What follows belongs to an exercise in optimizing a design on an open flow for small area, a short achievable clock period and few clock cycles; a production flow would make more cautious choices.
The RTL was checked by simulation tests, not by an equivalence proof against the original design.
Power is estimated from default activity; no workload was simulated.

### constraint.sdc
create_clock -name core_clock -period 10.0 [get_ports {CLK}]
set_input_delay 2.0000 -clock core_clock [delete_from_list [all_inputs] [get_ports {CLK}]]
set_output_delay 2.0000 -clock core_clock [all_outputs]
set_load 0.01 [all_outputs]
### config.mk
export PLATFORM = sky130hd
export DESIGN_NAME = AYUMU
export DESIGN_NICKNAME = AYUMU
export VERILOG_FILES = /design/flow/design.v
export SDC_FILE = /design/flow/constraint.sdc
export NUM_CORES = 4
export LEC_CHECK = 0
export CAP_MARGIN = 20
export CORE_MARGIN = 2
export CORE_UTILIZATION = 50
export CTS_CLUSTER_DIAMETER = 80
export CTS_CLUSTER_SIZE = 30
export SLEW_MARGIN = 20
### design.v
module ADD9(
	input [8:0] X,
	input [8:0] Y,
	input CI,
	output [8:0] S
);
wire [8:0] p = X ^ Y;
reg [8:0] G, P;
reg [8:0] Gn, Pn;
integer i, d;
always @* begin
	G = X & Y;
	P = p;
	G[0] = G[0] | (P[0] & CI);
	P[0] = 1'b0;
	for (d = 1; d < 9; d = d * 2) begin
		Gn = G;
		Pn = P;
		for (i = 0; i < 9; i = i + 1)
			if (i >= d) begin
				Gn[i] = G[i] | (P[i] & G[i-d]);
				Pn[i] = P[i] & P[i-d];
			end
		G = Gn;
		P = Pn;
	end
end
assign S = p ^ {G[7:0], CI};
endmodule
module INC16(
	input [15:0] X,
	output [15:0] Y
);
reg [15:0] A, An;
integer i, d;
always @* begin
	A = X;    
	for (d = 1; d < 16; d = d * 2) begin
		An = A;
		for (i = 0; i < 16; i = i + 1)
			if (i >= d)
				An[i] = A[i] & A[i-d];
		A = An;
	end
end
assign Y = X ^ {A[14:0], 1'b1};
endmodule
module ALU(
	input [7:0] A,
	input [7:0] B,
	input CIN,
	input SUB,         
	input USE_C,       
	input SGN,         
	input S_SUM, S_MUL, S_SHL, S_SHR, S_AND, S_OR, S_XOR, S_NOT,
	input [8:0] P_S,
	input [8:0] P_C,
	output [8:0] MUL_S,
	output [8:0] MUL_C,
	output [8:0] RES,
	input [3:0] CMP_OP,
	output reg CMP
);
wire [8:0] bx = SUB ? {1'b1, ~B} : {1'b0, B};
wire cin = SUB ? ~(USE_C & CIN) : (USE_C & CIN);
wire [8:0] sum;
ADD9 ADD(.X({1'b0, A}), .Y(bx), .CI(cin), .S(sum));
wire [8:0] ma = {SGN & A[7], A};
wire [8:0] mb = {SGN & B[7], B};
wire [8:0] r [0:8];
genvar g;
generate
	for (g = 0; g < 9; g = g + 1) begin : gen_pp
		assign r[g] = ({9{mb[g]}} & ma) << g;
	end
endgenerate
function [17:0] csa;    
	input [8:0] x, y, z;
	csa = {((x & y) | (x & z) | (y & z)) << 1, x ^ y ^ z};
endfunction
wire [17:0] l1a = csa(r[0], r[1], r[2]);
wire [17:0] l1b = csa(r[3], r[4], r[5]);
wire [17:0] l1c = csa(r[6], r[7], r[8]);
wire [17:0] l2a = csa(l1a[8:0], l1a[17:9], l1b[8:0]);
wire [17:0] l2b = csa(l1b[17:9], l1c[8:0], l1c[17:9]);
wire [17:0] l3a = csa(l2a[8:0], l2a[17:9], l2b[8:0]);
wire [17:0] l4a = csa(l3a[8:0], l3a[17:9], l2b[17:9]);
assign MUL_S = l4a[8:0];
assign MUL_C = l4a[17:9];
wire [8:0] prod;
ADD9 MADD(.X(P_S), .Y(P_C), .CI(1'b0), .S(prod));
wire [8:0] shl = {1'b0, A} << B;
wire [8:0] shr = {1'b0, A} >> B;
assign RES = ({9{S_SUM}} & sum)
           | ({9{S_MUL}} & prod)
           | ({9{S_SHL}} & shl)
           | ({9{S_SHR}} & shr)
           | ({9{S_AND}} & {1'b0, A & B})
           | ({9{S_OR}}  & {1'b0, A | B})
           | ({9{S_XOR}} & {1'b0, A ^ B})
           | ({9{S_NOT}} & {1'b1, ~A});
wire lt = sum[8];
wire eq = A == B;
always @* begin
	case (CMP_OP)
		4'd0: CMP = eq;
		4'd1: CMP = ~eq;
		4'd2: CMP = lt;
		4'd3: CMP = ~lt & ~eq;
		4'd4: CMP = lt | eq;
		4'd5: CMP = ~lt;
		default: CMP = 1'b0;
	endcase
end
endmodule
module MEM(
	input CLK,
	input WE,
	input [15:0] HI,
	input [15:0] LO,
	input [7:0] D,
	output [7:0] Q
);
wire [7:0] part [0:15];
wire [7:0] grp [0:15];
genvar j, i;
generate
	for (j = 0; j < 16; j = j + 1) begin : hi
		wire [7:0] sel [0:15];
		for (i = 0; i < 16; i = i + 1) begin : lo
			reg [7:0] W;
			always @(posedge CLK)
				if (WE & HI[j] & LO[i])
					W <= D;
			assign sel[i] = W & {8{LO[i]}};
		end
		assign part[j] = sel[0] | sel[1] | sel[2] | sel[3] | sel[4] | sel[5] | sel[6] | sel[7]
		               | sel[8] | sel[9] | sel[10] | sel[11] | sel[12] | sel[13] | sel[14] | sel[15];
		assign grp[j] = part[j] & {8{HI[j]}};
	end
endgenerate
assign Q = grp[0] | grp[1] | grp[2] | grp[3] | grp[4] | grp[5] | grp[6] | grp[7]
         | grp[8] | grp[9] | grp[10] | grp[11] | grp[12] | grp[13] | grp[14] | grp[15];
endmodule
module INPUT_INT(
	input CLK,
	input RST,
	input EN,
	input [7:0] INPUT,
	input [1:0] CFG,
	output reg INT_FLAG,
	output INT_NEXT
);
reg [7:0] PREV_INPUT;
wire edge_hit = (CFG == 2'b01) ? |(~PREV_INPUT & INPUT) :
                (CFG == 2'b11) ? |(PREV_INPUT & ~INPUT) : 1'b0;
assign INT_NEXT = EN ? edge_hit : INT_FLAG;
always @(posedge CLK) begin
	if (RST) begin
		INT_FLAG <= 1'b0;
		PREV_INPUT <= 8'd0;
	end
	else begin
		INT_FLAG <= INT_NEXT;
		if (EN)
			PREV_INPUT <= INPUT;
	end
end
endmodule
module TIMER_INT(
	input CLK,
	input RST,
	input EN,
	input [6:0] CFG0,
	input [6:0] CFG1,
	input [6:0] CFG2,
	input [6:0] CFG3,
	output reg [3:0] INT_FLAG,
	output [3:0] INT_NEXT
);
reg [9:0] CNT;
reg [5:0] TICK [0:3];
wire WRAP = CNT == 10'd999;
wire [6:0] CFG [0:3];
assign CFG[0] = CFG0;
assign CFG[1] = CFG1;
assign CFG[2] = CFG2;
assign CFG[3] = CFG3;
wire [3:0] hit;
genvar g;
generate
	for (g = 0; g < 4; g = g + 1) begin : gen_hit
		assign hit[g] = WRAP & CFG[g][0] & (CFG[g][6:1] == TICK[g]);
	end
endgenerate
assign INT_NEXT = EN ? hit : INT_FLAG;
integer i;
always @(posedge CLK) begin
	if (RST) begin
		CNT <= 10'd0;
		INT_FLAG <= 4'd0;
		for (i = 0; i < 4; i = i + 1)
			TICK[i] <= 6'd0;
	end
	else begin
		INT_FLAG <= INT_NEXT;
		if (EN) begin
			CNT <= WRAP ? 10'd0 : CNT + 10'd1;
			for (i = 0; i < 4; i = i + 1) begin
				if (hit[i])
					TICK[i] <= 6'd0;
				else if (WRAP)
					TICK[i] <= TICK[i] + 6'd1;
			end
		end
	end
end
endmodule
module AYUMU(
	input CLK,
	input RST,
	input [31:0] INPUT,
	output [31:0] OUTPUT,
	output [15:0] IADDR,
	input [15:0] IDATA
);
reg        RUN;       
reg        HOLD;      
reg        TAKE;      
reg [15:0] NPC;       
reg [15:0] PC;        
reg        C_FLAG;
reg        F_FLAG;
reg        INSERV;    
reg [15:0] SAVED_PC;
reg [8:0]  P_S;       
reg [8:0]  P_C;
reg [7:0]  R   [0:15];
reg [7:0]  IO  [0:3];
reg [15:0] VEC [0:7];
reg [1:0]  ICFG [0:3];    
reg [6:0]  TCFG [0:3];    
assign OUTPUT = {IO[3], IO[2], IO[1], IO[0]};
assign IADDR = NPC;
integer i;
wire [15:0] w = IDATA;
wire f_alui = w[15];
wire f_01   = ~w[15] & w[14];
wire f_alur = f_01 & (w[9:8] == 2'b00);
wire f_cmp  = f_01 & (w[9:8] == 2'b01);
wire f_io   = f_01 & (w[9:8] == 2'b10);
wire f_mem  = f_01 & (w[9:8] == 2'b11);
wire f_x1   = ~w[15] & ~w[14] & w[12];
wire f_jmp  = f_x1 & (w[7:4] == 4'd0);
wire f_not  = f_x1 & (w[7:4] == 4'd1);
wire f_reti = f_x1 & (w[7:4] == 4'd2);
wire [3:0] f_a  = f_alui ? w[11:8] : (f_io | f_not) ? w[3:0] : w[7:4];
wire [3:0] f_b  = w[3:0];
wire [3:0] f_op = f_alui ? {1'b0, w[14:12]} : w[13:10];
wire f_alu2 = f_alui | f_alur;    
wire [15:0] f_opd = {16{f_alu2}} & (16'd1 << f_op);
wire f_mul  = f_opd[2] | f_opd[8];
wire f_jmpu = f_jmp & (w[9:8] == 2'b00);
wire f_jmpc = f_jmp & (w[9:8] == 2'b01);
wire f_ret  = f_reti | (f_jmp & (w[9:8] == 2'b10));
wire f_vsel = w[3:0] != 4'd0;
reg [15:0] A_OH;        
reg [7:0]  OPA;         
reg [7:0]  OPB;         
reg [15:0] M_HI;        
reg [15:0] M_LO;        
reg        FWD_A, FWD_B;    
reg [7:0]  LAST;        
reg        S_SUM, S_MUL, S_SHL, S_SHR, S_AND, S_OR, S_XOR, S_NOT;
reg        D_SUB, D_USEC, D_SGN;
reg [3:0]  CMPOP;       
reg        D_ALU, D_CMP, D_MEM, D_LD, D_IN, D_OUT, D_SETV, D_SETC;
reg        D_RETI, D_VSEL;
reg [2:0]  D_K;         
wire adv = RUN & ~HOLD;       
wire exe = adv & ~TAKE;       
wire reg_we = exe & (D_ALU | D_LD | D_IN);
wire [7:0] wd;
wire [15:0] PAIR = D_VSEL ? {R[14], R[15]} : {R[12], R[13]};
wire [7:0] A = FWD_A ? LAST : OPA;
wire [7:0] B = FWD_B ? LAST : OPB;
wire [8:0] alu_res;
wire       cmp_res;
wire [8:0] mul_s;
wire [8:0] mul_c;
ALU ALU(.A(A), .B(B), .CIN(C_FLAG), .SUB(D_SUB), .USE_C(D_USEC), .SGN(D_SGN),
	.S_SUM(S_SUM), .S_MUL(S_MUL), .S_SHL(S_SHL), .S_SHR(S_SHR), .S_AND(S_AND), .S_OR(S_OR),
	.S_XOR(S_XOR), .S_NOT(S_NOT), .P_S(P_S), .P_C(P_C), .MUL_S(mul_s), .MUL_C(mul_c),
	.RES(alu_res), .CMP_OP(CMPOP), .CMP(cmp_res));
wire [7:0] mem_q;
wire mem_we = exe & D_MEM & ~D_LD;
MEM MEM(.CLK(CLK), .WE(mem_we), .HI(M_HI), .LO(M_LO), .D(A), .Q(mem_q));
wire [7:0] in_val = D_K[2] ? INPUT[D_K[1:0]*8 +: 8] : IO[D_K[1:0]];
assign wd = alu_res[7:0] | ({8{D_LD}} & mem_q) | ({8{D_IN}} & in_val);
wire [7:0] REQ;
wire [7:0] REQ_N;
genvar g;
generate
	for (g = 0; g < 4; g = g + 1) begin : gen_in
		INPUT_INT INPUT_INT(.CLK(CLK), .RST(RST), .EN(adv), .INPUT(INPUT[g*8 +: 8]), .CFG(ICFG[g]),
			.INT_FLAG(REQ[g]), .INT_NEXT(REQ_N[g]));
	end
endgenerate
TIMER_INT TIMER_INT(.CLK(CLK), .RST(RST), .EN(adv),
	.CFG0(TCFG[0]), .CFG1(TCFG[1]), .CFG2(TCFG[2]), .CFG3(TCFG[3]),
	.INT_FLAG(REQ[7:4]), .INT_NEXT(REQ_N[7:4]));
wire insrv_n = (adv & TAKE) ? 1'b1 : (exe & D_RETI) ? 1'b0 : INSERV;
wire f_n     = adv ? (exe & D_CMP & cmp_res) : F_FLAG;
wire [15:0] saved_n = (adv & TAKE) ? PC : SAVED_PC;
wire take_n  = (REQ_N != 8'd0) & ~insrv_n;
reg [15:0] vsel;
always @* begin
	if (REQ[0])      vsel = VEC[0];
	else if (REQ[1]) vsel = VEC[1];
	else if (REQ[2]) vsel = VEC[2];
	else if (REQ[3]) vsel = VEC[3];
	else if (REQ[4]) vsel = VEC[4];
	else if (REQ[5]) vsel = VEC[5];
	else if (REQ[6]) vsel = VEC[6];
	else             vsel = VEC[7];
end
wire fwd_a_n = reg_we & A_OH[f_a];
wire fwd_b_n = reg_we & A_OH[f_b];
wire pair_wr = reg_we & (A_OH[12] | A_OH[13] | A_OH[14] | A_OH[15]);
wire haz_n   = ~HOLD & (f_mul | ((f_jmpu | f_jmpc) & pair_wr) | (f_mem & fwd_b_n));
wire hold_n  = ~HOLD & take_n | haz_n;
wire jt_n    = f_jmpu | (f_jmpc & f_n);
wire [15:0] tgt_n = f_vsel ? {R[14], R[15]} : {R[12], R[13]};
wire [15:0] npc_inc;
INC16 INC(.X(NPC), .Y(npc_inc));
wire [15:0] npc_n = (HOLD & TAKE) ? vsel :
                    haz_n ? NPC :
                    jt_n ? tgt_n :
                    f_ret ? saved_n : npc_inc;
wire [7:0] rb_n = R[f_b];
always @(posedge CLK) begin
	A_OH   <= 16'd1 << f_a;
	OPA    <= R[f_a];
	OPB    <= f_alui ? w[7:0] : rb_n;
	M_HI   <= 16'd1 << rb_n[7:4];
	M_LO   <= 16'd1 << rb_n[3:0];
	FWD_A  <= fwd_a_n;
	FWD_B  <= ~f_alui & fwd_b_n;
	LAST   <= wd;
	S_SUM  <= f_opd[0] | f_opd[1] | f_opd[9] | f_opd[10];
	S_MUL  <= f_mul;
	S_SHL  <= f_opd[3];
	S_SHR  <= f_opd[4];
	S_AND  <= f_opd[5];
	S_OR   <= f_opd[6];
	S_XOR  <= f_opd[7];
	S_NOT  <= f_opd[11] | f_not;
	D_SUB  <= f_opd[1] | f_opd[10] | f_cmp;
	D_USEC <= f_opd[9] | f_opd[10];
	D_SGN  <= f_opd[2];
	CMPOP  <= w[13:10];
	D_ALU  <= f_alu2 | f_not;
	D_CMP  <= f_cmp;
	D_MEM  <= f_mem;
	D_LD   <= f_mem & w[10];
	D_IN   <= f_io & (w[13:12] == 2'b00) & w[11];
	D_OUT  <= f_io & (w[13:12] == 2'b00) & ~w[11] & ~w[6];
	D_SETV <= f_io & (w[13:12] == 2'b01);
	D_SETC <= f_io & (w[13:12] == 2'b10);
	D_RETI <= f_ret;
	D_VSEL <= f_vsel;
	D_K    <= w[6:4];
end
always @(posedge CLK) begin
	if (RUN & HOLD) begin
		P_S <= mul_s;
		P_C <= mul_c;
	end
end
always @(posedge CLK) begin
	if (RST) begin
		RUN <= 1'b0;
		HOLD <= 1'b0;
		TAKE <= 1'b0;
		NPC <= 16'd0;
		PC <= 16'd0;
		C_FLAG <= 1'b0;
		F_FLAG <= 1'b0;
		INSERV <= 1'b0;
		SAVED_PC <= 16'd0;
		for (i = 0; i < 16; i = i + 1)
			R[i] <= 8'd0;
		for (i = 0; i < 4; i = i + 1) begin
			IO[i] <= 8'd0;
			ICFG[i] <= 2'd0;
			TCFG[i] <= 7'd0;
		end
		for (i = 0; i < 8; i = i + 1)
			VEC[i] <= 16'd0;
	end
	else begin
		RUN <= 1'b1;
		HOLD <= hold_n;
		TAKE <= take_n;
		NPC <= npc_n;
		if (~(HOLD & TAKE))
			PC <= NPC;
		INSERV <= insrv_n;
		F_FLAG <= f_n;
		SAVED_PC <= saved_n;
		if (adv)
			C_FLAG <= exe & alu_res[8];
		for (i = 0; i < 16; i = i + 1)
			if (reg_we & A_OH[i])
				R[i] <= wd;
		if (exe & D_OUT)
			IO[D_K[1:0]] <= A;
		if (exe & D_SETV)
			VEC[D_K] <= PAIR;
		if (exe & D_SETC) begin
			if (D_K[2]) TCFG[D_K[1:0]] <= {A[7:2], A[0]};
			else ICFG[D_K[1:0]] <= A[1:0];
		end
	end
end
endmodule
### standard.sh
#!/bin/bash
# synth_recipe.tcl (not shown) runs the flow's synth.tcl, then flattens the netlist and writes it again
# the make line also repeats each setting of config.mk as NAME=value (left out here)
make -C /OpenROAD-flow-scripts/flow DESIGN_CONFIG=/design/flow/config.mk WORK_HOME=/design/flow/orfs CLKGATE_MAP_FILE= SYNTH_SCRIPT=/design/flow/synth_recipe.tcl "${@:-finish}"
### flow/run.sh
#!/bin/bash
set -o pipefail
bash standard.sh SETUP_SLACK_MARGIN=6.4 \
	"BUFFER_PORTS_ARGS=-buffer_cell sky130_fd_sc_hd__buf_4" finish > standard.log 2>&1
==> flow_metrics.py, run 1 <==
metrics = {
    "timing": {
        "tns_ps": 0,
        "tightestPinTransition_ps": 1120,
        "slew_headroom": 0.229,
        "finalCritPeriodShare": 0.380,
        "fin_crit_ps": 3800,
        "rsz0062_at_grt": "yes",
        "setup_viol": 0,
        "hold_violations": 0,
        "fmax_mhz": 263,
        "fin_worst_skew_ps": 57.9,
        "slew_viol_final": 0,
    },
    "worst_setup_path": {
        "critPathTopFamily": "compound AO/OA/AOI/OAI gates",
        "r2r_start": "FWD_B$_DFF_P_",
        "reg2reg_slack_ps": 6200,
        "worstPathRequired_ps": 10730,
        "crit_fanout": 7,
        "slowest_stage": "a311o_2",
        "cpPeakStageDelay_ps": 470,
        "worstSetupPathType": "reg2reg",
        "cp-start-kind": "register",
        "cp.arrival_ps": 4530,
        "worstRegToRegCells": 13,
        "crit_top_cell": "fa_2",
        "path_cells": "mux2i_4 -> buf_8 -> xnor2_2 -> fa_2 -> fa_2 -> a211oi_2 -> o21bai_2 -> a2111oi_4 -> o21ai_2 -> a31o_4 -> a311o_2 -> a21o_1 -> a311oi_2",
        "cp.buffers_inverters": 1,
        "r2r_end": "NPC[11]$_SDFFE_PP0P_",
        "critPathCaptureType": "register",
        "startpoint": "FWD_B$_DFF_P_",
    },
    "flow_run": {
        "cap_violations": 0,
    },
    "synthesis": {
        "synth_cells": 7036,
        "yosysTopAreaCellShare": 0.660,
        "syn_area_per_cell_um2": 14.6,
        "netlist_area_um2": 103000,
        "yosysSeqAreaShare": 0.730,
        "synth_top_area_cell": "edfxtp_1",
        "synth-edff-count": 2257,
        "yosysMostFrequentCell": "edfxtp_1",
        "syn-num-nets": 7150,
        "synth_commonest_cells": "2257 x edfxtp_1, 591 x a22oi_1, 421 x nor2_1, 379 x clkbuf_1, 358 x dfxtp_1",
        "ys_seq_elements": 2615,
        "synth_flop_cell": "edfxtp_1",
        "synthTopCellsByArea": "edfxtp_1 66%, dfxtp_1 7.0%, a22oi_1 4.3%, a221oi_1 2.4%, a22o_1 2.2%",
        "yosysUniqueCellTypes": 96,
        "synth_warnings": 10,
        "async_flop_share": 0,
    },
    "route": {
        "vias": 67159,
        "wl_mm": 348,
        "wl_per_cell_um": 35.1,
        "viasPerCell": 6.78,
        "first_iter_violations": 9475,
        "first_pass_iters": 7,
        "antenna_left": 0,
        "drcViolationCount": 0,
    },
    "clock_tree": {
        "clk_path_buf_depth": 3,
        "cts_hold_buf": 0,
        "numClockSinks": 2615,
        "cts_buffers": 121,
        "clock_latency_ps": 850,
        "path_clk_slew_ps": 100,
        "cts_tree": "built",
        "htree_levels": 3,
        "root_buffer": "clkbuf_16",
    },
    "die": {
        "design.core.area_um2": 204000,
        "die_x_um": 457,
        "initial_core_util": 0.502,
        "die_area_um2": 209000,
        "pin_count": 98,
        "core.rowCount": 166,
        "die_h_um": 457,
    },
    "global_routing": {
        "use_met2": 0.503,
        "gr-usage-met1": 0.444,
        "grt_pass1_vias": 62479,
        "grt_use_met3": 0.0494,
        "grt_max_degree": 203,
        "grt_pass1_wl_mm": 478,
        "busiest_layer": "met2",
        "antenna_found_initial": 12,
        "track_usage": 0.318,
        "overflow": 0,
    },
    "place": {
        "dpl_cell_area_um2": 107000,
        "gp_congestion": 0.952,
        "port-buffer-count": 97,
        "dpl.hpwl_mm": 189,
    },
    "power_and_ir_drop": {
        "power_density_nw_per_um2": 176,
        "leakagePower_nw": 38.7,
        "max-vdd-ir-drop_uv": 162,
    },
    "layout": {
        "fin_nets": 7236,
        "fillers": 16025,
        "area_growth_pct": 13.4,
        "drive_gt1_frac": 0.158,
        "stdcell_area_um2": 116000,
    },
    "worst_hold_path": {
        "hp-class": "reg2reg",
        "min_path_cells": 2,
        "min_delay_worst_endpoint": "PC[12]$_SDFFE_PP0N_",
        "hold_start": "PC[12]$_SDFFE_PP0N_",
    },
    "run_status": {
        "status": "no timing/DRC/antenna violations",
    },
}
state kept, by name (all words and copies together) (netlist names), 8 cells and up:
register,flops
OPB,8
LAST,8
TCFG,28
ICFG,8
M_LO,16
OPA,8
IO,32
PC,16
TIMER_INT.TICK,24
VEC,128
MEM.hi.lo.W,2048
NPC,16
gen_in.INPUT_INT.PREV_INPUT,32
A_OH,16
TIMER_INT.CNT,10
M_HI,16
R,128
SAVED_PC,16
P_S,9
kinds of logic after synthesis:
logic type	count (synthesis)	share of synthesized area
xor gates and xnor gates	96	0.00819
AOI/OAI and AO/OA	1920	0.135
muxes	154	0.0177
buffers and inverters	638	0.0241
DFF	2615	0.730
and+or+nand+nor	1549	0.0751
adders and majority gates	64	0.00934
worst min-delay path, delay by kind of cell, from the launching register on:
family,cells,cell delay (ps)
AO/OA/AOI/OAI,1,50
AND/OR/NAND/NOR,1,50
flip-flops,1,320
power breakdown:
part	switching (W)	leakage (nW)	internal (W)	total, W
clock	0.00375	2.01	0.00256	0.00631
sequential	0.0000940	23.8	0.0120	0.0121
combinational	0.00135	12.8	0.000652	0.00201
stage by stage:
| step | hold slack [ps] | utilization | instances | setup WS [ps] | power, W |
|---|---|---|---|---|---|
| finish | 460 | 0.570 | 9910 | 6200 | 0.0205 |
| global route | 475 | 0.570 | 9905 | 6090 | 0.0209 |
| detailed placement | 447 | 0.522 | 9428 | 3680 | 0.0139 |
| floorplan | 431 | - | 7036 | 4000 | 0.0133 |
| CTS | 461 | 0.560 | 9817 | 6090 | 0.0203 |
| global placement | 437 | 0.522 | 9427 | 3670 | 0.0139 |
placed cells by master, fill, tap and decap left out, types with 46 or more instances in the layout:
cell type / n
nand2_1: 290
o21ai_0: 194
edfxtp_1: 2257
a21oi_1: 206
inv_1: 74
a221oi_1: 234
xnor2_1: 65
a21oi_2: 51
and3_1: 275
nand4_1: 158
dfxtp_1: 337
a22o_1: 254
buf_4: 295
buf_12: 46
a22oi_1: 573
mux2i_1: 95
clkbuf_16: 141
nor3_1: 55
nand3_1: 158
buf_6: 55
nor2_1: 415
per-layer routing:
layer	up-vias	part of all wire
met2	3793	0.47
met5	-	0.000075
li1	28007	-
met4	6	0.048
met3	633	0.094
met1	34720	0.39
how the worst max path moves through the flow:
stage / endpoint / cells past startpoint
finish: NPC[11]$_SDFFE_PP0P_ / 13
detailed placement: NPC[7]$_SDFFE_PP0P_ / 13
global placement: NPC[1]$_SDFFE_PP0P_ / 13
global route: NPC[3]$_SDFFE_PP0P_ / 13
floorplan: NPC[10]$_SDFFE_PP0P_ / 14
CTS: NPC[7]$_SDFFE_PP0P_ / 13
timing repair:
action                      CTS  global route
resized for setup           353           198
buffers inserted            132            63
pin swaps                    81           109
setup endpoints to repair  1720           799
cloned                       41            22
cell type report:
| type | instances | area (µm²) | area share |
|---|---|---|---|
| sequential | 2615 | 75000 | 0.644 |
| multi-input combinational | 3787 | 27200 | 0.234 |
| timing repair buffer | 492 | 6140 | 0.0527 |
| tap | 2688 | 3360 | 0.0289 |
| clock buffer | 127 | 3050 | 0.0262 |
| clock inverter | 89 | 1140 | 0.00982 |
| inverter | 99 | 427 | 0.00366 |
| timing repair inverter | 6 | 35.0 | 0.000301 |
| antenna | 7 | 17.5 | 0.000150 |
Testbench counts, summed over its fixed seeds: cycles 152,112.
==> inputs of run 2 (changes only) <==
--- a/design.v
+++ b/design.v
@@ -58,7 +58,7 @@
 	output [8:0] MUL_S,
 	output [8:0] MUL_C,
 	output [8:0] RES,
-	input [3:0] CMP_OP,
+	input C_EQ, C_NE, C_LT, C_GT, C_LE, C_GE,    
 	output reg CMP
 );
 wire [8:0] bx = SUB ? {1'b1, ~B} : {1'b0, B};
@@ -99,19 +99,17 @@
            | ({9{S_OR}}  & {1'b0, A | B})
            | ({9{S_XOR}} & {1'b0, A ^ B})
            | ({9{S_NOT}} & {1'b1, ~A});
-wire lt = sum[8];
 wire eq = A == B;
+reg lt;
+integer k;
 always @* begin
-	case (CMP_OP)
-		4'd0: CMP = eq;
-		4'd1: CMP = ~eq;
-		4'd2: CMP = lt;
-		4'd3: CMP = ~lt & ~eq;
-		4'd4: CMP = lt | eq;
-		4'd5: CMP = ~lt;
-		default: CMP = 1'b0;
-	endcase
+	lt = 1'b0;    
+	for (k = 0; k < 8; k = k + 1)
+		if (A[k] != B[k])
+			lt = B[k];
 end
+always @* CMP = (C_EQ & eq) | (C_NE & ~eq) | (C_LT & lt) | (C_GT & ~lt & ~eq)
+              | (C_LE & (lt | eq)) | (C_GE & ~lt);
 endmodule
 module MEM(
 	input CLK,
@@ -273,8 +271,8 @@
 reg [7:0]  LAST;        
 reg        S_SUM, S_MUL, S_SHL, S_SHR, S_AND, S_OR, S_XOR, S_NOT;
 reg        D_SUB, D_USEC, D_SGN;
-reg [3:0]  CMPOP;       
-reg        D_ALU, D_CMP, D_MEM, D_LD, D_IN, D_OUT, D_SETV, D_SETC;
+reg        C_EQ, C_NE, C_LT, C_GT, C_LE, C_GE;    
+reg        D_ALU, D_MEM, D_LD, D_IN, D_OUT, D_SETV, D_SETC;
 reg        D_RETI, D_VSEL;
 reg [2:0]  D_K;         
 wire adv = RUN & ~HOLD;       
@@ -291,7 +289,8 @@
 ALU ALU(.A(A), .B(B), .CIN(C_FLAG), .SUB(D_SUB), .USE_C(D_USEC), .SGN(D_SGN),
 	.S_SUM(S_SUM), .S_MUL(S_MUL), .S_SHL(S_SHL), .S_SHR(S_SHR), .S_AND(S_AND), .S_OR(S_OR),
 	.S_XOR(S_XOR), .S_NOT(S_NOT), .P_S(P_S), .P_C(P_C), .MUL_S(mul_s), .MUL_C(mul_c),
-	.RES(alu_res), .CMP_OP(CMPOP), .CMP(cmp_res));
+	.RES(alu_res), .C_EQ(C_EQ), .C_NE(C_NE), .C_LT(C_LT), .C_GT(C_GT), .C_LE(C_LE), .C_GE(C_GE),
+	.CMP(cmp_res));
 wire [7:0] mem_q;
 wire mem_we = exe & D_MEM & ~D_LD;
 MEM MEM(.CLK(CLK), .WE(mem_we), .HI(M_HI), .LO(M_LO), .D(A), .Q(mem_q));
@@ -310,7 +309,7 @@
 	.CFG0(TCFG[0]), .CFG1(TCFG[1]), .CFG2(TCFG[2]), .CFG3(TCFG[3]),
 	.INT_FLAG(REQ[7:4]), .INT_NEXT(REQ_N[7:4]));
 wire insrv_n = (adv & TAKE) ? 1'b1 : (exe & D_RETI) ? 1'b0 : INSERV;
-wire f_n     = adv ? (exe & D_CMP & cmp_res) : F_FLAG;
+wire f_n     = adv ? (exe & cmp_res) : F_FLAG;
 wire [15:0] saved_n = (adv & TAKE) ? PC : SAVED_PC;
 wire take_n  = (REQ_N != 8'd0) & ~insrv_n;
 reg [15:0] vsel;
@@ -329,14 +328,15 @@
 wire pair_wr = reg_we & (A_OH[12] | A_OH[13] | A_OH[14] | A_OH[15]);
 wire haz_n   = ~HOLD & (f_mul | ((f_jmpu | f_jmpc) & pair_wr) | (f_mem & fwd_b_n));
 wire hold_n  = ~HOLD & take_n | haz_n;
-wire jt_n    = f_jmpu | (f_jmpc & f_n);
 wire [15:0] tgt_n = f_vsel ? {R[14], R[15]} : {R[12], R[13]};
 wire [15:0] npc_inc;
 INC16 INC(.X(NPC), .Y(npc_inc));
-wire [15:0] npc_n = (HOLD & TAKE) ? vsel :
-                    haz_n ? NPC :
-                    jt_n ? tgt_n :
-                    f_ret ? saved_n : npc_inc;
+wire [15:0] npc_base = (HOLD & TAKE) ? vsel :
+                       haz_n ? NPC :
+                       f_ret ? saved_n : npc_inc;
+wire jmp_ok  = ~(HOLD & TAKE) & ~haz_n;
+wire jt_n    = jmp_ok & (f_jmpu | (f_jmpc & (adv ? exe & cmp_res : F_FLAG)));
+wire [15:0] npc_n = jt_n ? tgt_n : npc_base;
 wire [7:0] rb_n = R[f_b];
 always @(posedge CLK) begin
 	A_OH   <= 16'd1 << f_a;
@@ -355,12 +355,16 @@
 	S_OR   <= f_opd[6];
 	S_XOR  <= f_opd[7];
 	S_NOT  <= f_opd[11] | f_not;
-	D_SUB  <= f_opd[1] | f_opd[10] | f_cmp;
+	D_SUB  <= f_opd[1] | f_opd[10];
 	D_USEC <= f_opd[9] | f_opd[10];
 	D_SGN  <= f_opd[2];
-	CMPOP  <= w[13:10];
+	C_EQ   <= f_cmp & (w[13:10] == 4'd0);
+	C_NE   <= f_cmp & (w[13:10] == 4'd1);
+	C_LT   <= f_cmp & (w[13:10] == 4'd2);
+	C_GT   <= f_cmp & (w[13:10] == 4'd3);
+	C_LE   <= f_cmp & (w[13:10] == 4'd4);
+	C_GE   <= f_cmp & (w[13:10] == 4'd5);
 	D_ALU  <= f_alu2 | f_not;
-	D_CMP  <= f_cmp;
 	D_MEM  <= f_mem;
 	D_LD   <= f_mem & w[10];
 	D_IN   <= f_io & (w[13:12] == 2'b00) & w[11];
==> run 2 against run 1 <==
  * Final cell count is 0.26% lower
  * Cell area is essentially flat
  * Highest routed layer unchanged
  * Non-clock buffer count fell by 15
  * Via count grew 0.59%
  * Largest power group unchanged
  * Sequential share of layout area hardly changed
  * Fmax fell by 1.0%
  * Synthesized area grew 0.20%
  * Critical endpoint is now R[0][2]$_SDFFE_PP0P_
  * Synthesized cell count about the same
  * Routed wire length shrank 0.87%
==> flow_metrics.py, run 2 <==
metrics = {
    "run_status": {
        "status": "no timing/DRC/antenna violations",
    },
    "synthesis": {
        "yosysSeqAreaShare": 0.729,
        "netlist_area_um2": 103000,
        "synth_flop_cell": "edfxtp_1",
        "synth_cells": 7032,
        "syn_area_per_cell_um2": 14.6,
        "yosysMostFrequentCell": "edfxtp_1",
        "async_flop_share": 0,
        "yosysUniqueCellTypes": 83,
        "synth-edff-count": 2257,
        "yosysTopAreaCellShare": 0.659,
        "syn-num-nets": 7147,
        "synthTopCellsByArea": "edfxtp_1 66%, dfxtp_1 7.0%, a221oi_1 3.1%, a22oi_1 3.1%, a22o_1 2.9%",
        "synth_warnings": 10,
        "ys_seq_elements": 2616,
        "synth_top_area_cell": "edfxtp_1",
        "synth_commonest_cells": "2257 x edfxtp_1, 453 x nor2_1, 423 x a22oi_1, 367 x a221oi_1, 359 x dfxtp_1",
    },
    "clock_tree": {
        "root_buffer": "clkbuf_16",
        "htree_levels": 3,
        "path_clk_slew_ps": 110,
        "clock_latency_ps": 860,
        "clk_path_buf_depth": 3,
        "numClockSinks": 2616,
        "cts_buffers": 121,
        "cts_tree": "built",
        "cts_hold_buf": 0,
    },
    "worst_setup_path": {
        "worstPathRequired_ps": 10700,
        "startpoint": "M_LO[11]$_SDFF_PN0_",
        "cpPeakStageDelay_ps": 520,
        "r2r_start": "M_LO[11]$_SDFF_PN0_",
        "critPathCaptureType": "register",
        "reg2reg_slack_ps": 6160,
        "path_cells": "buf_4 -> bufbuf_16 -> a22o_1 -> a221oi_1 -> nand4_1 -> a221oi_4 -> nand4_1 -> a221oi_4 -> buf_12 -> clkbuf_16 -> a21oi_1",
        "slowest_stage": "a221oi_4",
        "r2r_end": "R[0][2]$_SDFFE_PP0P_",
        "cp.arrival_ps": 4540,
        "crit_fanout": 19,
        "worstSetupPathType": "reg2reg",
        "worstRegToRegCells": 11,
        "cp-start-kind": "register",
        "worstSetupEndpoint": "R[0][2]$_SDFFE_PP0P_",
    },
    "route": {
        "wl_mm": 345,
        "wl_per_cell_um": 34.9,
        "antenna_left": 0,
        "drcViolationCount": 0,
        "first_pass_iters": 6,
        "viasPerCell": 6.84,
        "vias": 67558,
        "first_iter_violations": 9862,
    },
    "layout": {
        "area_growth_pct": 13.3,
        "layout.cells.non_filler": 9884,
        "final_cell_mix": "2257 x edfxtp_1, 442 x nor2_1, 412 x a22oi_1, 334 x a22o_1, 333 x dfxtp_1",
        "final_common_cell": "edfxtp_1",
        "largest_register_ffs": 2048,
        "fillers": 15880,
        "drive_gt1_frac": 0.155,
        "fin_nets": 7213,
        "regMostFlops": "MEM.hi.lo.W",
        "top_regs": "MEM.hi.lo.W: 2048 flops, R: 128 flops, VEC: 128 flops",
    },
    "die": {
        "pin_count": 98,
        "core.rowCount": 166,
        "die_area_um2": 209000,
        "initial_core_util": 0.503,
        "design.core.area_um2": 205000,
        "die_h_um": 458,
        "die_x_um": 458,
    },
    "worst_hold_path": {
        "hp-class": "reg2reg",
        "hold_start": "PC[0]$_SDFFE_PP0N_",
    },
    "timing": {
        "setup_viol": 0,
        "fin_worst_skew_ps": 50.7,
        "tightestPinTransition_ps": 1110,
        "tns_ps": 0,
        "finalCritPeriodShare": 0.384,
        "hold_violations": 0,
        "slew_headroom": 0.238,
        "slew_viol_final": 0,
        "fin_crit_ps": 3840,
        "fmax_mhz": 261,
        "rsz0062_at_grt": "yes",
    },
    "global_routing": {
        "antenna_found_initial": 12,
        "grt_max_degree": 213,
        "grt_pass1_wl_mm": 477,
        "grt_pass1_vias": 62992,
        "track_usage": 0.316,
        "overflow": 0,
    },
    "power_and_ir_drop": {
        "power_density_nw_per_um2": 178,
        "leakagePower_nw": 38.7,
        "max-vdd-ir-drop_uv": 166,
        "total_power_w": 0.0207,
    },
    "place": {
        "dp_cells": 9407,
        "port-buffer-count": 97,
        "dpl.hpwl_mm": 184,
        "gp_congestion": 0.942,
    },
    "flow_run": {
        "cap_violations": 0,
    },
}
## run 2: cell count changes after synthesis, sizes merged, moves of 31 or more
cell	delta
a21oi	+54
nand3	-41
buf	+46
a221oi	+91
a22o	+83
clkbuf	-44
a22oi	-168
nor2	+31
## run 2: worst min-delay path by stage
stage,end,slack (ps),cells after the start
global placement,PC[7]$_SDFFE_PP0N_,440,2
CTS,PC[0]$_SDFFE_PP0N_,460,2
floorplan,PC[10]$_SDFFE_PP0N_,430,2
detailed placement,PC[0]$_SDFFE_PP0N_,450,2
global route,PC[5]$_SDFFE_PP0N_,470,2
finish,PC[0]$_SDFFE_PP0N_,450,2
## run 2: worst max-delay path, delay by kind of cell (launching register included)
| family | cells | cell delay (ps) |
|---|---|---|
| AOI/OAI and AO/OA | 5 | 1650 |
| buffers and inverters | 4 | 870 |
| and+or+nand+nor | 2 | 760 |
| DFF | 1 | 400 |
## run 2: cell type report
type	count	area [µm²]	area share
Clock inverter	82	1280	0.0110
Sequential cell	2616	75000	0.644
Tap cell	2688	3360	0.0289
Timing Repair Buffer	477	6030	0.0518
Antenna cell	7	17.5	0.000150
Timing Repair inverter	3	15.0	0.000129
Clock buffer	132	3130	0.0269
Multi-Input combinational cell	3772	27200	0.233
Inverter	107	443	0.00380
## run 2: logic make-up (layout without fill, tap and decap cells)
| group | after synthesis | count (layout) | share of synthesized area |
|---|---|---|---|
| AOI/OAI and AO/OA | 1934 | 1934 | 0.138 |
| xor gates and xnor gates | 92 | 92 | 0.00784 |
| adders and majority gates | 65 | 65 | 0.00944 |
| buffers and inverters | 648 | 801 | 0.0256 |
| DFF | 2616 | 2616 | 0.729 |
| muxes | 153 | 155 | 0.0173 |
| other | 0 | 7 | 0 |
| and+or+nand+nor | 1524 | 1526 | 0.0726 |
## run 2: where the power goes
| group | internal (W) | switching, W | total (W) |
|---|---|---|---|
| clock network | 0.00288 | 0.00367 | 0.00655 |
| logic | 0.000659 | 0.00137 | 0.00203 |
| registers | 0.0121 | 0.000101 | 0.0122 |
## run 2: layer usage
metal	part of all wire	up-vias	GRT usage
li1	-	28023	-
met1	0.39	34691	0.443
met2	0.46	4091	0.496
met3	0.10	749	0.0526
met4	0.049	4	0.126
met5	0.000070	-	0
## run 2: per-stage QoR
step / utilization / hold WS (ps) / setup WS, ps / cell area [µm²]
finish: 0.570 / 454 / 6160 / 117000
global route: 0.570 / 469 / 6230 / 117000
CTS: 0.560 / 457 / 6210 / 115000
detailed placement: 0.521 / 446 / 4710 / 107000
global placement: 0.521 / 437 / 4770 / 107000
floorplan: - / 431 / 4490 / 104000
## run 2: timing repair
| item | 4_1_cts | 5_1_grt |
|---|---|---|
| gates cloned | 37 | 20 |
| buffers inserted | 135 | 63 |
| resized for setup | 292 | 207 |
| hold endpoints to repair | 0 | 0 |
| pin swaps | 57 | 78 |
| endpoints found under the setup margin | 758 | 329 |
Testbench counts of run 2, summed over its fixed seeds: cycles 152,112.
==> inputs of run 3 (changes only) <==
--- a/design.v
+++ b/design.v
@@ -323,7 +323,6 @@
 	else if (REQ[6]) vsel = VEC[6];
 	else             vsel = VEC[7];
 end
-wire fwd_a_n = reg_we & A_OH[f_a];
 wire fwd_b_n = reg_we & A_OH[f_b];
 wire pair_wr = reg_we & (A_OH[12] | A_OH[13] | A_OH[14] | A_OH[15]);
 wire haz_n   = ~HOLD & (f_mul | ((f_jmpu | f_jmpc) & pair_wr) | (f_mem & fwd_b_n));
@@ -338,9 +337,16 @@
 wire jt_n    = jmp_ok & (f_jmpu | (f_jmpc & (adv ? exe & cmp_res : F_FLAG)));
 wire [15:0] npc_n = jt_n ? tgt_n : npc_base;
 wire [7:0] rb_n = R[f_b];
+wire [7:0] r74  = R[w[7:4]];
+wire [7:0] rbhi = R[w[11:8]];
+wire a_hi  = f_alui;
+wire a_lo  = ~w[15] & (f_io | f_not);
+wire [7:0] ra_n = a_hi ? rbhi : a_lo ? rb_n : r74;
+wire fwd_a_n_p = a_hi ? A_OH[w[11:8]] : a_lo ? A_OH[w[3:0]] : A_OH[w[7:4]];
+wire fwd_a_n = reg_we & fwd_a_n_p;
 always @(posedge CLK) begin
 	A_OH   <= 16'd1 << f_a;
-	OPA    <= R[f_a];
+	OPA    <= ra_n;
 	OPB    <= f_alui ? w[7:0] : rb_n;
 	M_HI   <= 16'd1 << rb_n[7:4];
 	M_LO   <= 16'd1 << rb_n[3:0];
==> flow/run.sh (replaced) <==
#!/bin/bash
set -o pipefail
bash standard.sh SETUP_SLACK_MARGIN=6.6 \
	"BUFFER_PORTS_ARGS=-buffer_cell sky130_fd_sc_hd__buf_4" finish > standard.log 2>&1
==> run 3 against run 2 <==
  * Hold slack gained 4.1 ps
  * Sequential power about the same
  * Combinational power rose by 18%
  * Synthesized area rose by 2.4%
  * Synthesized cell count grew 4.6%
  * Fmax down 0.15%
==> flow_metrics.py, run 3 <==
metrics = {
    "run_status": {
        "status": "no timing/DRC/antenna violations",
    },
    "route": {
        "wl_mm": 382,
        "wl_per_cell_um": 36.8,
        "first_pass_iters": 6,
        "vias": 71342,
        "drcViolationCount": 0,
        "viasPerCell": 6.87,
        "antenna_left": 0,
        "first_iter_violations": 10350,
    },
    "global_routing": {
        "use_met2": 0.539,
        "busiest_layer": "met2",
        "overflow": 0,
        "grt_pass1_wl_mm": 524,
        "grt_max_degree": 209,
        "antenna_found_initial": 15,
        "gr-usage-met1": 0.465,
        "grt_use_met3": 0.0626,
        "grt_pass1_vias": 66518,
        "track_usage": 0.341,
    },
    "timing": {
        "fin_worst_skew_ps": 59.2,
        "hold_violations": 0,
        "tns_ps": 0,
        "fin_crit_ps": 3840,
        "fmax_mhz": 260,
        "tightestPinTransition_ps": 1190,
        "slew_viol_final": 0,
        "finalCritPeriodShare": 0.384,
        "setup_viol": 0,
        "rsz0062_at_grt": "yes",
        "slew_headroom": 0.209,
    },
    "synthesis": {
        "syn_area_per_cell_um2": 14.3,
        "synth_compound_area_frac": 0.139,
        "synth-edff-count": 2257,
        "ys_seq_elements": 2616,
        "synthTopCellsByArea": "edfxtp_1 64%, dfxtp_1 6.8%, a22oi_1 4.0%, a221oi_1 2.3%, a22o_1 2.2%",
        "async_flop_share": 0,
        "synth_top_area_cell": "edfxtp_1",
        "yosysSeqAreaShare": 0.712,
        "yosysTopAreaCellShare": 0.644,
        "yosysUniqueCellTypes": 95,
        "synth_xor_area_frac": 0.00782,
        "synth-simple-area-share": 0.0795,
        "synth_commonest_cells": "2257 x edfxtp_1, 561 x a22oi_1, 545 x nor2_1, 392 x nand2_1, 359 x dfxtp_1",
        "synth_cells": 7352,
        "synth_warnings": 10,
        "synthAdderAreaFrac": 0.00922,
        "syn-num-nets": 7467,
        "yosysMostFrequentCell": "edfxtp_1",
        "synthMuxAreaShare": 0.0245,
        "synth_flop_cell": "edfxtp_1",
        "netlist_area_um2": 105000,
        "synth_top_family_by_area": "compound AO/OA/AOI/OAI gates",
    },
    "die": {
        "design.core.area_um2": 210000,
        "die_x_um": 463,
        "die_h_um": 463,
        "pin_count": 98,
        "core.rowCount": 168,
        "die_area_um2": 214000,
        "initial_core_util": 0.502,
    },
    "worst_setup_path": {
        "cp.buffers_inverters": 4,
        "critPathCaptureType": "register",
        "worstSetupPathType": "reg2reg",
        "critPathTopFamily": "compound AO/OA/AOI/OAI gates",
        "worstPathRequired_ps": 10670,
        "cp.arrival_ps": 4510,
        "cp-start-kind": "register",
        "crit_fanout": 35,
        "path_cells": "buf_16 -> a22o_1 -> a221oi_1 -> nand4_1 -> a22oi_2 -> nand3_1 -> o41a_1 -> a2111oi_4 -> buf_6 -> buf_6 -> buf_16 -> a211oi_2",
        "cpPeakStageDelay_ps": 610,
        "slowest_stage": "o41a_1",
    },
    "power_and_ir_drop": {
        "power_density_nw_per_um2": 173,
        "leakagePower_nw": 40.2,
        "total_power_w": 0.0210,
        "max-vdd-ir-drop_uv": 156,
    },
    "place": {
        "port-buffer-count": 97,
        "dp_cells": 9803,
        "gp_congestion": 0.965,
        "dpl.hpwl_mm": 194,
    },
    "clock_tree": {
        "cts_hold_buf": 0,
        "path_clk_slew_ps": 110,
        "clock_latency_ps": 840,
        "root_buffer": "clkbuf_16",
        "cts_buffers": 121,
        "cts_tree": "built",
        "clk_path_buf_depth": 3,
        "numClockSinks": 2616,
        "htree_levels": 3,
    },
    "layout": {
        "multi_input_area_um2": 30200,
        "fillers": 16275,
        "fin_nets": 7595,
        "top_regs": "MEM.hi.lo.W: 2048 flops, R: 128 flops, VEC: 128 flops",
        "final_common_cell": "edfxtp_1",
        "seqCellArea_um2": 75100,
        "largest_register_ffs": 2048,
        "regMostFlops": "MEM.hi.lo.W",
        "area_growth_pct": 15.3,
        "drive_gt1_frac": 0.197,
        "final_cell_mix": "2257 x edfxtp_1, 545 x a22oi_1, 532 x nor2_1, 354 x nand2_1, 324 x dfxtp_1",
        "layout.cells.non_filler": 10378,
    },
    "flow_run": {
        "cap_violations": 0,
    },
    "worst_hold_path": {
        "hp-class": "reg2reg",
    },
}
-- run 3: cell count changes after synthesis, moves of 53 or more --
| cell | previous run | this run |
|---|---|---|
| a22o_1 | 338 | 268 |
| a21oi_1 | 314 | 211 |
| a211oi_1 | 53 | 123 |
| a221oi_1 | 367 | 278 |
| a22oi_1 | 423 | 561 |
| nand3_1 | 130 | 183 |
| o21ai_0 | 253 | 174 |
| nand2_1 | 311 | 392 |
| nor2_1 | 453 | 545 |
-- run 3: kinds of logic after synthesis --
kind of cell | Yosys count
AOI/OAI and AO/OA | 1925
xor gates and xnor gates | 94
adders and majority gates | 65
buffers and inverters | 702
DFF | 2616
muxes | 207
and+or+nand+nor | 1743
-- run 3: repair_timing --
action | CTS | global route
setup buffers | 214 | 57
resized for setup | 584 | 285
endpoints found under the hold margin | 0 | 0
setup endpoints to repair | 2390 | 1945
gates cloned | 69 | 19
pin swaps | 104 | 106
-- run 3: path summary, 6_finish.rpt --
kind / start / endpoint / slack, ps / cells past startpoint
max: M_LO[12]$_SDFF_PN0_ / R[4][6]$_SDFFE_PP0P_ / 6160 / 12
min: PC[14]$_SDFFE_PP0N_ / PC[14]$_SDFFE_PP0N_ / 460 / 2
max reg2reg: M_LO[12]$_SDFF_PN0_ / R[4][6]$_SDFFE_PP0P_ / 6160 / 12
min reg2reg: PC[14]$_SDFFE_PP0N_ / PC[14]$_SDFFE_PP0N_ / 460 / 2
-- run 3: final cells by class --
class | count | area share
multi-input combinational | 4040 | 0.249
tap | 2805 | 0.0289
sequential | 2616 | 0.618
inverter | 124 | 0.00433
timing repair buffer | 569 | 0.0639
antenna | 3 | 0.0000618
clock buffer | 129 | 0.0257
timing repair inverter | 8 | 0.000350
clock inverter | 84 | 0.00957
-- run 3: worst reg2reg max path, delay by kind of cell, from the launching register on --
kind | cells | cell delay (ps)
AO/OA/AOI/OAI | 6 | 2130
flip-flops | 1 | 400
buffers and inverters | 4 | 570
AND/OR/NAND/NOR | 2 | 570
-- run 3: where the power goes --
group / switching, W / internal [W] / leakage [nW]
Sequential: 0.000101 / 0.0121 / 23.8
Clock: 0.00378 / 0.00265 / 2.08
Combinational: 0.00157 / 0.000828 / 14.3
Total: 0.00545 / 0.0155 / 40.2
-- run 3: routing by layer --
layer / wire (µm) / share of wire
met5: 53 / 0.00014
met4: 20900 / 0.055
met3: 43000 / 0.11
met2: 176000 / 0.46
met1: 141000 / 0.37
-- run 3: stage by stage --
stage	hold WS (ps)	setup WS [ps]	instance area (µm²)	utilization
after floorplan	431	4470	106000	-
after detailed placement	444	3980	109000	0.520
final	458	6160	121000	0.580
after CTS	457	6320	119000	0.570
after global placement	439	4110	109000	0.520
after global routing	480	6200	121000	0.580
Testbench counts of run 3, summed over its fixed seeds: cycles 152,112.
==> inputs of run 4 (changes only) <==
--- a/design.v
+++ b/design.v
@@ -235,7 +235,8 @@
 reg [8:0]  P_C;
 reg [7:0]  R   [0:15];
 reg [7:0]  IO  [0:3];
-reg [15:0] VEC [0:7];
+reg [15:0] VEC [0:7];    
+reg [7:0]  VSET;
 reg [1:0]  ICFG [0:3];    
 reg [6:0]  TCFG [0:3];    
 assign OUTPUT = {IO[3], IO[2], IO[1], IO[0]};
@@ -263,6 +264,7 @@
 wire f_ret  = f_reti | (f_jmp & (w[9:8] == 2'b10));
 wire f_vsel = w[3:0] != 4'd0;
 reg [15:0] A_OH;        
+reg [3:0]  A_IDX;       
 reg [7:0]  OPA;         
 reg [7:0]  OPB;         
 reg [15:0] M_HI;        
@@ -314,16 +316,16 @@
 wire take_n  = (REQ_N != 8'd0) & ~insrv_n;
 reg [15:0] vsel;
 always @* begin
-	if (REQ[0])      vsel = VEC[0];
-	else if (REQ[1]) vsel = VEC[1];
-	else if (REQ[2]) vsel = VEC[2];
-	else if (REQ[3]) vsel = VEC[3];
-	else if (REQ[4]) vsel = VEC[4];
-	else if (REQ[5]) vsel = VEC[5];
-	else if (REQ[6]) vsel = VEC[6];
-	else             vsel = VEC[7];
+	if (REQ[0])      vsel = VSET[0] ? VEC[0] : 16'd0;
+	else if (REQ[1]) vsel = VSET[1] ? VEC[1] : 16'd0;
+	else if (REQ[2]) vsel = VSET[2] ? VEC[2] : 16'd0;
+	else if (REQ[3]) vsel = VSET[3] ? VEC[3] : 16'd0;
+	else if (REQ[4]) vsel = VSET[4] ? VEC[4] : 16'd0;
+	else if (REQ[5]) vsel = VSET[5] ? VEC[5] : 16'd0;
+	else if (REQ[6]) vsel = VSET[6] ? VEC[6] : 16'd0;
+	else             vsel = VSET[7] ? VEC[7] : 16'd0;
 end
-wire fwd_b_n = reg_we & A_OH[f_b];
+wire fwd_b_n = reg_we & (A_IDX == f_b);
 wire pair_wr = reg_we & (A_OH[12] | A_OH[13] | A_OH[14] | A_OH[15]);
 wire haz_n   = ~HOLD & (f_mul | ((f_jmpu | f_jmpc) & pair_wr) | (f_mem & fwd_b_n));
 wire hold_n  = ~HOLD & take_n | haz_n;
@@ -342,10 +344,11 @@
 wire a_hi  = f_alui;
 wire a_lo  = ~w[15] & (f_io | f_not);
 wire [7:0] ra_n = a_hi ? rbhi : a_lo ? rb_n : r74;
-wire fwd_a_n_p = a_hi ? A_OH[w[11:8]] : a_lo ? A_OH[w[3:0]] : A_OH[w[7:4]];
+wire fwd_a_n_p = a_hi ? (A_IDX == w[11:8]) : a_lo ? (A_IDX == w[3:0]) : (A_IDX == w[7:4]);
 wire fwd_a_n = reg_we & fwd_a_n_p;
 always @(posedge CLK) begin
 	A_OH   <= 16'd1 << f_a;
+	A_IDX  <= f_a;
 	OPA    <= ra_n;
 	OPB    <= f_alui ? w[7:0] : rb_n;
 	M_HI   <= 16'd1 << rb_n[7:4];
@@ -382,6 +385,10 @@
 	D_K    <= w[6:4];
 end
 always @(posedge CLK) begin
+	if (exe & D_SETV)
+		VEC[D_K] <= PAIR;
+end
+always @(posedge CLK) begin
 	if (RUN & HOLD) begin
 		P_S <= mul_s;
 		P_C <= mul_c;
@@ -405,8 +412,7 @@
 			ICFG[i] <= 2'd0;
 			TCFG[i] <= 7'd0;
 		end
-		for (i = 0; i < 8; i = i + 1)
-			VEC[i] <= 16'd0;
+		VSET <= 8'd0;
 	end
 	else begin
 		RUN <= 1'b1;
@@ -426,7 +432,7 @@
 		if (exe & D_OUT)
 			IO[D_K[1:0]] <= A;
 		if (exe & D_SETV)
-			VEC[D_K] <= PAIR;
+			VSET[D_K] <= 1'b1;
 		if (exe & D_SETC) begin
 			if (D_K[2]) TCFG[D_K[1:0]] <= {A[7:2], A[0]};
 			else ICFG[D_K[1:0]] <= A[1:0];
--- a/config.mk
+++ b/config.mk
@@ -8,6 +8,7 @@
 export CAP_MARGIN = 20
 export CORE_MARGIN = 2
 export CORE_UTILIZATION = 50
-export CTS_CLUSTER_DIAMETER = 80
-export CTS_CLUSTER_SIZE = 30
+export CTS_CLUSTER_DIAMETER = 70
+export CTS_CLUSTER_SIZE = 25
 export SLEW_MARGIN = 20
+export TNS_END_PERCENT = 10
==> run 4 against run 3 <==
  * Synthesized cell count fell by 1.7%
  * Global-route usage shrank 0.58 points
  * Hold slack worse by 3.8 ps
  * Highest routed layer unchanged
==> flow_metrics.py, run 4 <==
metrics = {
    "layout": {
        "top_regs": "MEM.hi.lo.W: 2048 flops, R: 128 flops, VEC: 128 flops",
        "final_common_cell": "edfxtp_1",
        "final_cell_mix": "2257 x edfxtp_1, 642 x a22oi_1, 419 x nor2_1, 357 x nand2_1, 353 x dfxtp_1",
        "fin_nets": 7431,
        "regMostFlops": "MEM.hi.lo.W",
        "drive_gt1_frac": 0.150,
        "layout.cells.non_filler": 10194,
        "largest_register_ffs": 2048,
        "area_growth_pct": 13.5,
        "finalCoreUtilization": 0.571,
    },
    "timing": {
        "fmax_mhz": 255,
        "rsz0062_at_grt": "yes",
        "fin_crit_ps": 3920,
        "slew_headroom": 0.189,
        "fin_worst_skew_ps": 63.4,
        "setup_viol": 0,
        "hold_violations": 0,
        "tns_ps": 0,
        "finalCritPeriodShare": 0.392,
        "slew_viol_final": 0,
        "tightestPinTransition_ps": 1220,
    },
    "die": {
        "die_x_um": 461,
        "pin_count": 98,
        "die_h_um": 461,
        "initial_core_util": 0.504,
        "die_area_um2": 212000,
        "core.rowCount": 167,
        "design.core.area_um2": 207000,
    },
    "run_status": {
        "status": "no timing/DRC/antenna violations",
    },
    "worst_setup_path": {
        "cp.buffers_inverters": 3,
        "worstPathRequired_ps": 10660,
        "startpoint": "M_LO[15]$_SDFF_PN0_",
        "r2r_start": "M_LO[15]$_SDFF_PN0_",
        "worstRegToRegCells": 11,
        "cp-start-kind": "register",
        "critPathTopFamily": "compound AO/OA/AOI/OAI gates",
        "worstSetupEndpoint": "R[9][6]$_SDFFE_PP0P_",
        "slowest_stage": "nand4_1",
        "r2r_end": "R[9][6]$_SDFFE_PP0P_",
        "crit_fanout": 38,
        "reg2reg_slack_ps": 6080,
        "cpPeakStageDelay_ps": 610,
        "worstSetupPathType": "reg2reg",
        "path_cells": "buf_16 -> a22o_4 -> a221oi_4 -> nand4_1 -> a22oi_2 -> nand2_2 -> o41a_1 -> a2111oi_4 -> buf_6 -> buf_12 -> a211oi_1",
        "critPathCaptureType": "register",
        "crit_cells": 11,
        "cp.arrival_ps": 4590,
    },
    "power_and_ir_drop": {
        "comb_power_share": 0.098,
        "clockPowerShare": 0.321,
        "seq_power_share": 0.581,
        "leakagePower_nw": 39.1,
        "power_density_nw_per_um2": 177,
        "cell_internal_pwr_w": 0.0158,
        "netSwitchingFraction": 0.250,
        "max-vdd-ir-drop_uv": 197,
        "p_sw_w": 0.00526,
    },
    "clock_tree": {
        "clk_path_buf_depth": 3,
        "root_buffer": "clkbuf_16",
        "cts_tree": "built",
        "htree_levels": 4,
        "cts_buffers": 144,
        "numClockSinks": 2628,
        "clock_latency_ps": 890,
        "path_clk_slew_ps": 90,
    },
    "route": {
        "vias": 70196,
        "wl_per_cell_um": 35.4,
        "drcViolationCount": 0,
        "antenna_left": 0,
        "first_iter_violations": 9923,
        "wl_mm": 361,
        "first_pass_iters": 7,
        "viasPerCell": 6.89,
    },
    "global_routing": {
        "grt_pass1_vias": 65930,
        "grt_max_degree": 217,
        "track_usage": 0.335,
        "antenna_found_initial": 13,
        "overflow": 0,
        "grt_pass1_wl_mm": 506,
    },
    "synthesis": {
        "synthTopCellsByArea": "edfxtp_1 65%, dfxtp_1 7.1%, a22oi_1 4.7%, a221oi_1 2.1%, a22o_1 2.0%",
        "ys_seq_elements": 2628,
        "synth_flop_cell": "edfxtp_1",
        "synth_warnings": 10,
        "yosysMostFrequentCell": "edfxtp_1",
        "yosysSeqAreaShare": 0.720,
        "netlist_area_um2": 104000,
        "synth_commonest_cells": "2257 x edfxtp_1, 656 x a22oi_1, 424 x nor2_1, 371 x dfxtp_1, 364 x nand2_1",
        "syn_area_per_cell_um2": 14.4,
        "syn-num-nets": 7347,
        "yosysTopAreaCellShare": 0.649,
        "synth_top_area_cell": "edfxtp_1",
        "yosysUniqueCellTypes": 86,
        "synth-edff-count": 2257,
        "synth_cells": 7228,
        "async_flop_share": 0,
    },
    "place": {
        "dp_cells": 9696,
        "port-buffer-count": 97,
        "dpl.hpwl_mm": 195,
        "gp_congestion": 0.982,
    },
    "worst_hold_path": {
        "hp-class": "reg2reg",
        "hold_start": "PC[14]$_SDFFE_PP0N_",
    },
    "flow_run": {
        "cap_violations": 0,
    },
}
run 4: final cells by class:
| class | instances | area [µm²] |
|---|---|---|
| diodes | 6 | 15.0 |
| clock buffers | 158 | 3780 |
| clock inverters | 76 | 856 |
| fillers | 16236 | 88900 |
| inverters | 86 | 370 |
| multi-input cells | 3949 | 28100 |
| flip-flops and latches | 2628 | 75300 |
| well taps | 2788 | 3490 |
| repair buffers | 499 | 6490 |
| repair inverters | 4 | 20.0 |
run 4: worst min-delay path by stage:
| stage | endpoint | cells past startpoint |
|---|---|---|
| after global placement | PC[10]$_SDFFE_PP0N_ | 2 |
| after detailed placement | PC[9]$_SDFFE_PP0N_ | 2 |
| after global routing | PC[9]$_SDFFE_PP0N_ | 2 |
| after CTS | PC[14]$_SDFFE_PP0N_ | 2 |
| final | PC[14]$_SDFFE_PP0N_ | 2 |
| after floorplan | VSET[3]$_SDFFE_PP0P_ | 2 |
run 4: through the flow:
stage | hold WS, ps | worst slack, ps | total power, W | instance area (µm²)
finish | 454 | 6080 | 0.0210 | 118000
global route | 469 | 6030 | 0.0214 | 118000
CTS | 454 | 6160 | 0.0210 | 118000
detailed placement | 442 | 4710 | 0.0140 | 108000
global placement | 437 | 4680 | 0.0140 | 108000
floorplan | 429 | 4380 | 0.0134 | 105000
run 4: per-layer routing:
layer	global-route usage	wire, µm	part of all wire
met5	0	68	0.00019
met4	0.150	19100	0.053
met3	0.0584	37200	0.10
met2	0.527	167000	0.46
met1	0.459	138000	0.38
run 4: kinds of logic after synthesis:
logic type / synth area share
flops: 0.720
compound gates: 0.141
simple gates: 0.0776
buf+inv: 0.0257
mux: 0.0171
xor+xnor: 0.00881
fa+ha+maj: 0.00978
run 4: worst reg2reg max path: cells and delay by family, from the launching register on:
| family | cells | cell delay (ps) |
|---|---|---|
| flip-flops | 1 | 390 |
| AO/OA/AOI/OAI | 6 | 2060 |
| AND/OR/NAND/NOR | 2 | 720 |
| buffers and inverters | 3 | 560 |
run 4: power by group through the flow:
stage / sequential (W) / clock [W] / combinational, W
after floorplan: 0.0125 / 0 / 0.000904
after global placement: 0.0125 / 0 / 0.00149
after detailed placement: 0.0125 / 0 / 0.00152
after CTS: 0.0122 / 0.00675 / 0.00200
after global routing: 0.0122 / 0.00709 / 0.00214
final: 0.0122 / 0.00674 / 0.00207
run 4: what timing repair did:
action	in CTS	in global routing
pin swaps	96	6
setup endpoints to repair	1706	1139
hold buffers	0	0
gates resized for setup	513	34
buffers inserted	194	2
gates cloned	60	0
Testbench counts of run 4, summed over its fixed seeds: cycles 152,112.

[port drivers added, routing unchanged]
In the flow no input, the clock included, has a driving cell. The finished layouts below were timed again as built, in two steps.
Step 1 (the two cells are an assumption about what drives the block):
set clk [get_ports {CLK}]
set_driving_cell -lib_cell sky130_fd_sc_hd__clkbuf_16 $clk
set_driving_cell -lib_cell sky130_fd_sc_hd__buf_2 [delete_from_list [all_inputs] $clk]
Step 2 adds t to the input delays and takes it off the output delays; t is the mean of the earliest and latest rising clock arrival at the registers after step 1. Input paths then give back, and output paths get back, about the clock's delay inside the block.
Slacks: ideal ports / drivers / drivers and shift; pairs: ideal ports / drivers.
run | shift t [ns] | setup slack, ns | pins driven straight from the clock port
run 1 | 0.916 | 6.204 / 6.116 / 5.199 | 1
run 2 | 0.912 | 6.165 / 6.165 / 5.438 | 1
run 3 | 0.907 | 6.159 / 6.159 / 5.326 | 1
run 4 | 0.950 | 6.077 / 6.077 / 5.228 | 1
After both steps setup and hold are still met in every run listed. For run 1, which loses most, drivers alone change the setup slack by -0.088 ns; drivers and shift together by -1.005 ns.
